From an optimization exercise on the open Yosys and OpenROAD flow, aimed at small area; shortcuts taken in it are not production practice. Where RTL was checked, it was by simulation tests only, not by an equivalence proof against the original. No activity file was given, so power comes from the tool's default toggle rates.

==> flow/design.v (excerpt) <==
module traffic( rst, clk,
                dip, bt,
                bt_manual,
                led_red, led_yellow, led_green, led_left,
                led_walk_red, led_walk_green,
                LCD_RS, LCD_RW,
                LCD_DATA, LED_out);
Settings: LEC_CHECK=0, CAP_MARGIN=20, CORE_MARGIN=2, CORE_UTILIZATION=40, SLEW_MARGIN=20; clock period 10.0 ns.
standard.sh (not shown) runs the stock make flow with config.mk's settings and CLKGATE_MAP_FILE= SYNTH_SCRIPT=/design/flow/synth_recipe.tcl, a recipe that flattens the netlist after the stock synthesis.
==> flow/flow/run.sh <==
#!/bin/bash
# Own layout flow: the standard flow (standard.sh), with
#  - the standard synthesis, except that ABC maps the logic with an area-oriented
#    script (flow/abc.script) instead of ORFS's speed script;
#  - port buffers of the smallest buffer cell;
#  - clock tree buffers from CTS_BUF_LIST without dummy loads.
# Each tool's output is in orfs/logs/; make's own output in own_flow_make.log.
set -euo pipefail
W=$(pwd)
F=$W/flow
sed -e "s|^  log_cmd abc {\*}\$abc_args|  set abc_args [lreplace \$abc_args 1 1 $F/abc.script]\n  log_cmd abc {*}\$abc_args|" \
    "$FLOW_HOME/scripts/synth.tcl" > "$W/own_synth_body.tcl"
grep -q "$F/abc.script" "$W/own_synth_body.tcl"
sed -e "s|source \$::env(SCRIPTS_DIR)/synth.tcl|source $W/own_synth_body.tcl|" "$W/synth_recipe.tcl" > "$W/own_synth.tcl"
grep -q own_synth_body "$W/own_synth.tcl"
CTS="-sink_clustering_enable -repair_clock_nets -dont_use_dummy_load -buf_list sky130_fd_sc_hd__clkbuf_8"
bash "$W/standard.sh" "SYNTH_SCRIPT=$W/own_synth.tcl" \
    "BUFFER_PORTS_ARGS=-buffer_cell sky130_fd_sc_hd__buf_1" \
    "CTS_ARGS=$CTS" finish > "$W/own_flow_make.log" 2>&1
==> flow/flow/abc.script <==
strash
&get -n
&deepsyn -T 60
&put
dch -f
amap
topo
stime -c
Then changed:
--- a/flow/design.v
+++ b/flow/design.v
@@ -94,25 +94,23 @@
         h10 <= h10 ^ {h_inc & ((h1_9 & h10[0]) | wrap23),
                       h_inc & h1_9};
     end
 wire daynight = ~((h10 == 2'd0 & h1[3]) | (h10 == 2'd1) | (h10[1] & ~(h1[1] & h1[0])));
 reg [7:0] bm_d;
 reg [3:0] trig;
 wire [7:0] bm_e = bt_manual & ~bm_d;
-wire [2:0] bm_idx = {bm_e[7] | bm_e[6] | bm_e[5] | bm_e[4],
-                     bm_e[7] | bm_e[6] | bm_e[3] | bm_e[2],
-                     bm_e[7] | bm_e[5] | bm_e[3] | bm_e[1]};
-wire bm_lo_any = |bm_e[3:0];
-wire bm_hi_any = |bm_e[7:4];
-wire bm_lo_mul = (bm_e[0] & (bm_e[1] | bm_e[2] | bm_e[3])) |
-                 (bm_e[1] & (bm_e[2] | bm_e[3])) | (bm_e[2] & bm_e[3]);
-wire bm_hi_mul = (bm_e[4] & (bm_e[5] | bm_e[6] | bm_e[7])) |
-                 (bm_e[5] & (bm_e[6] | bm_e[7])) | (bm_e[6] & bm_e[7]);
-wire bm_mul = bm_lo_mul | bm_hi_mul | (bm_lo_any & bm_hi_any);
+wire a01 = bm_e[0] | bm_e[1], m01 = bm_e[0] & bm_e[1];
+wire a23 = bm_e[2] | bm_e[3], m23 = bm_e[2] & bm_e[3];
+wire a45 = bm_e[4] | bm_e[5], m45 = bm_e[4] & bm_e[5];
+wire a67 = bm_e[6] | bm_e[7], m67 = bm_e[6] & bm_e[7];
+wire bm_lo_any = a01 | a23, bm_lo_mul = m01 | m23 | (a01 & a23);
+wire bm_hi_any = a45 | a67, bm_hi_mul = m45 | m67 | (a45 & a67);
 wire bm_any = bm_lo_any | bm_hi_any;
+wire bm_mul = bm_lo_mul | bm_hi_mul | (bm_lo_any & bm_hi_any);
+wire [2:0] bm_idx = {bm_hi_any, a23 | a67, bm_e[1] | bm_e[3] | bm_e[5] | bm_e[7]};
 always @(posedge clk or posedge rst)
     if (rst) begin
         bm_d <= 8'd0;
         trig <= 4'd0;
     end else begin
         bm_d <= bt_manual;
         trig <= {bm_any & ~bm_mul, bm_idx};
What happened: The new run went through all stages and came out clean. Design area is lower by 0.40%. First-iteration DRC count is lower by 10%. Core utilization is lower by 0.18 points. Sequential cell count does not change. Clock skew stays flat. Register-to-register slack loses 330 ps. Routed wire length is higher by 3.5%.
Function not checked in the first run of this note: the RTL went through the layout flow alone.

========
Another version of the RTL of traffic (not shown whole).
Size: about 570 cells after synthesis, about 91 flip-flops, about 55 I/O pins, ~4800 um2 of cells after synthesis.
Settings: LEC_CHECK=0, CAP_MARGIN=20, CORE_MARGIN=2, CORE_UTILIZATION=40, SLEW_MARGIN=20; clock period 10.0 ns.
==> flow/flow/abc.script <==
strash
&get -n
&deepsyn -T 20
&put
dch -f
amap
topo
stime -c
Scripts as last shown in full above: flow/flow/run.sh
==> next run, changes <==
--- a/flow/design.v
+++ b/flow/design.v
@@ -14,36 +14,35 @@
 output reg [3:0] led_yellow;
 output reg [3:0] led_green;
 output reg [3:0] led_left;
 output reg [3:0] led_walk_red;
 output reg [3:0] led_walk_green;
 output reg LCD_RS, LCD_RW;
 output reg [7:0] LCD_DATA;
 output reg [7:0] LED_out;
-localparam [9:0] R_FIRST = 10'b0000110011;
 reg [9:0] r;
 reg ph;
-wire r_first = (r == R_FIRST);
+wire r_first = (r == 10'd0);
 wire tick_d = r_first & ~ph;
 always @(posedge clk or posedge rst)
     if (rst) begin
-        r <= R_FIRST;
+        r <= 10'd0;
         ph <= 1'b1;
     end else begin
         ph <= ph ^ r_first;
         if (r_first)
             case (dip)
-                2'b00: r <= 10'b1101001111;
-                2'b01: r <= 10'b0101100111;
-                2'b10: r <= 10'b1101101011;
-                2'b11: r <= 10'b0101100001;
+                2'b00: r <= 10'b1000000100;
+                2'b01: r <= 10'b1001110110;
+                2'b10: r <= 10'b0111000111;
+                2'b11: r <= 10'b0011100000;
             endcase
         else
-            r <= {r[8:0], r[9] ^ r[6]};
+            r <= {r[8:0], ~(r[9] ^ r[6])};
     end
 reg [3:0] s1, m1, h1;
 reg [2:0] s10, m10;
 reg [1:0] h10;
 reg bt_d, bt_d2, hplus_d;
 wire s1_9  = s1[3] & s1[0];
 wire m1_9  = m1[3] & m1[0];
 wire h1_9  = h1[3] & h1[0];
@@ -118,61 +117,51 @@
         bm_d <= bt_manual;
         trig <= {bm_any & ~bm_mul, bm_idx};
     end
 wire trig_any = |trig;
 localparam [3:0] SA1 = 4'b0000, SB = 4'b0001, SC = 4'b0010, SD = 4'b0011,
                  SE1 = 4'b0100, SF = 4'b0101, SG = 4'b0110, SH = 4'b0111,
                  SA2 = 4'b1000, SE2 = 4'b1100, SMUL = 4'b1111;
 localparam [1:0] M_NIGHT = 2'b00, M_DAY = 2'b01, M_MAN = 2'b10, M_PEND = 2'b11;
-localparam [6:0] C1_START = 7'b0000001, C1_E0 = 7'b1100000, C1_E1 = 7'b1111000;
-reg c1p;
-reg [6:0] c1q;
+reg [7:0] c1;      
 reg [6:0] cc;      
 reg [1:0] md;
 reg [3:0] st, st2;
-wire step_end = c1p & (c1q == C1_E1);                               
-wire flick    = c1p;                                               
+wire step_end = c1[7] & c1[6] & c1[5] & c1[4] & c1[3] & c1[1];    
+wire flick    = c1[7] | (&c1[6:1]);                                
 wire pend     = md[1] & md[0];
 wire jump     = pend & cc[2];                                      
 wire at_lim   = md[1] ? (cc[6] & cc[5] & cc[4] & cc[3]) :
                 md[0] ? (cc[5] & cc[3]) : (cc[6] & cc[4]);
 wire beyond   = at_lim & cc[0];
 wire half     = md[1] ? (cc <= 7'd60) : md[0] ? (cc <= 7'd20) : (cc <= 7'd40);
 wire jmul     = (st2 == SMUL);
-wire c1_run = ~jump & ~step_end & ~trig_any & ~beyond;
-always @(posedge clk or posedge rst)
-    if (rst) begin
-        c1p <= 1'b0;
-        c1q <= C1_START;
-    end else if (c1_run) begin
-        c1p <= c1p | (c1q == C1_E0);
-        c1q <= {c1q[5:0], c1q[6] ^ c1q[5]};
-    end else begin
-        c1p <= 1'b0;
-        c1q <= C1_START;
-    end
 always @(posedge clk or posedge rst)
     if (rst) begin
+        c1 <= 8'd0;
         cc <= 7'd0;
         md <= M_NIGHT;
     end else if (jump) begin
         if (!jmul) begin
             cc <= 7'd0;
             md <= M_MAN;
         end
     end else if (step_end) begin
+        c1 <= 8'd0;
         cc <= cc + 7'd1;
     end else if (trig_any) begin
         md <= M_PEND;
+        c1 <= 8'd0;
         cc <= 7'd0;
     end else if (beyond) begin
         cc <= 7'd0;
         md <= daynight ? M_NIGHT : M_DAY;
-    end
+    end else
+        c1 <= c1 + 8'd1;
 reg [3:0] nxt;
 always @(*)
     if (!daynight)
         case (st2)
             SA1: nxt = SD;
             SD:  nxt = SF;
             SF:  nxt = SE1;
             SE1: nxt = SG;
Result:
- die area is higher by 3.2%
- via count rose by 4.1%
- routed wire length is higher by 4.0%
- setup slack is worse by 0.062 ns
- synthesized area is higher by about 3.3%
- power came out higher by 2.6%
- global-route usage is about the same
- worst hold slack hardly moves
- first-iteration DRC count rises by about 45%
- synthesized cell count went up by about 7%
- critical path depth fell by 4
- sequential share of layout area goes down by 1.6 points
- non-clock buffer count stays the same
- sequential cell count is unchanged
The RTL of the second run of this note was laid out without a check of its function.

========
trial 79:
traffic, a different RTL version from the one above (not shown whole).
For scale: roughly 550 cells after synthesis, roughly 90 flip-flops, ~4700 sq um of cells after synthesis.
Settings: LEC_CHECK=0, CAP_MARGIN=20, CORE_MARGIN=2, CORE_UTILIZATION=40, SLEW_MARGIN=20; clock period 10.0 ns.
==> flow/flow/abc.script <==
strash
&get -n
&deepsyn -T 60
&put
dch -f
amap
topo
stime -c
Scripts as last shown in full above: flow/flow/run.sh
Inputs modified between trial 79 and build 10:
--- a/flow/design.v
+++ b/flow/design.v
@@ -122,27 +122,25 @@
 localparam [3:0] SA1 = 4'b0000, SB = 4'b0001, SC = 4'b0010, SD = 4'b0011,
                  SE1 = 4'b0100, SF = 4'b0101, SG = 4'b0110, SH = 4'b0111,
                  SA2 = 4'b1000, SE2 = 4'b1100, SMUL = 4'b1111;
 localparam [1:0] M_NIGHT = 2'b00, M_DAY = 2'b01, M_MAN = 2'b10, M_PEND = 2'b11;
 localparam [6:0] C1_START = 7'b0000001, C1_E0 = 7'b1100000, C1_E1 = 7'b1111000;
 reg c1p;
 reg [6:0] c1q;
-reg hf;
-reg [5:0] d;
+reg [6:0] cc;      
 reg [1:0] md;
 reg [3:0] st, st2;
 wire step_end = c1p & (c1q == C1_E1);                               
 wire flick    = c1p;                                               
 wire pend     = md[1] & md[0];
-wire jump     = pend & ~d[2] & ~d[1] & ~d[0];                      
-wire d_zero   = (d == 6'd0);
-wire at_lim   = ~hf & (d == 6'd1);                                 
-wire beyond   = ~hf & d_zero;                                      
-wire half     = hf;
-wire [5:0] d_half = md[1] ? 6'd60 : md[0] ? 6'd20 : 6'd40;
+wire jump     = pend & cc[2];                                      
+wire at_lim   = md[1] ? (cc[6] & cc[5] & cc[4] & cc[3]) :
+                md[0] ? (cc[5] & cc[3]) : (cc[6] & cc[4]);
+wire beyond   = at_lim & cc[0];
+wire half     = md[1] ? (cc <= 7'd60) : md[0] ? (cc <= 7'd20) : (cc <= 7'd40);
 wire jmul     = (st2 == SMUL);
 wire c1_run = ~jump & ~step_end & ~trig_any & ~beyond;
 always @(posedge clk or posedge rst)
     if (rst) begin
         c1p <= 1'b0;
         c1q <= C1_START;
     end else if (c1_run) begin
@@ -150,36 +148,28 @@
         c1q <= {c1q[5:0], c1q[6] ^ c1q[5]};
     end else begin
         c1p <= 1'b0;
         c1q <= C1_START;
     end
 always @(posedge clk or posedge rst)
     if (rst) begin
-        hf <= 1'b1;
-        d <= 6'd40;
+        cc <= 7'd0;
         md <= M_NIGHT;
     end else if (jump) begin
         if (!jmul) begin
-            hf <= 1'b1;
-            d <= 6'd60;
+            cc <= 7'd0;
             md <= M_MAN;
         end
     end else if (step_end) begin
-        if (hf & d_zero) begin
-            hf <= 1'b0;
-            d <= d_half;
-        end else
-            d <= d - 6'd1;
+        cc <= cc + 7'd1;
     end else if (trig_any) begin
         md <= M_PEND;
-        hf <= 1'b1;
-        d <= 6'd60;
+        cc <= 7'd0;
     end else if (beyond) begin
-        hf <= 1'b1;
-        d <= daynight ? 6'd40 : 6'd20;
+        cc <= 7'd0;
         md <= daynight ? M_NIGHT : M_DAY;
     end
 reg [3:0] nxt;
 always @(*)
     if (!daynight)
         case (st2)
             SA1: nxt = SD;
Notes after the runs:
From build 10 to trial 79, number of buffers created by CTS did not move at all. Build 10 vs trial 79 — weighted congestion at the end of routability-driven global placement climbed slightly. The final cell count on trial 79 is in line with that on build 10. Going from trial 79 to build 10, relative area change from synthesis to final layout saw little to no change; number of buffers inserted by post-CTS setup repair shows no meaningful change; total internal power shows an increase of 4.4%; net count after synthesis level; area of all placed cells without fillers now sits at about the same level.
Function was not checked in any run of this note: the RTL went through the layout flow alone.

## re-timing with driven ports
In the flow no input, the clock included, has a driving cell. The finished layouts below were timed again as built, in two steps. Step 1 assumes that a clkbuf_16 drives the clock port and a buf_2 every other input. Step 2, shift: input delay + t, output delay - t, t = (earliest + latest rising clock arrival at the registers) / 2. This alone moves slack from input paths to output paths. Slacks: ideal ports / drivers / drivers and shift; pairs: ideal ports / drivers.
run | shift t [ns] | setup slack, ns | latest minus earliest clock arrival (ns) | slew at the worst register clock pin (ns) | worst slew at a driven data input, ns
the first run of note 1 | 0.371 | 5.068 / 5.038 / 5.409 | 0.034 / 0.034 | 0.09 / 0.09 | 0.04
the second run of note 1 | 0.373 | 5.182 / 5.147 / 5.520 | 0.034 / 0.034 | 0.09 / 0.09 | 0.04
the first run of note 2 | 0.384 | 5.065 / 5.033 / 5.416 | 0.029 / 0.029 | 0.10 / 0.10 | 0.05
the second run of note 2 | 0.390 | 5.004 / 4.972 / 5.362 | 0.038 / 0.038 | 0.10 / 0.10 | 0.03
trial 79 | 0.385 | 5.078 / 5.043 / 5.154 | 0.026 / 0.025 | 0.09 / 0.09 | 0.03
build 10 | 0.388 | 5.180 / 5.149 / 5.537 | 0.032 / 0.032 | 0.09 / 0.09 | 0.03
After both steps every run listed still meets setup and hold.
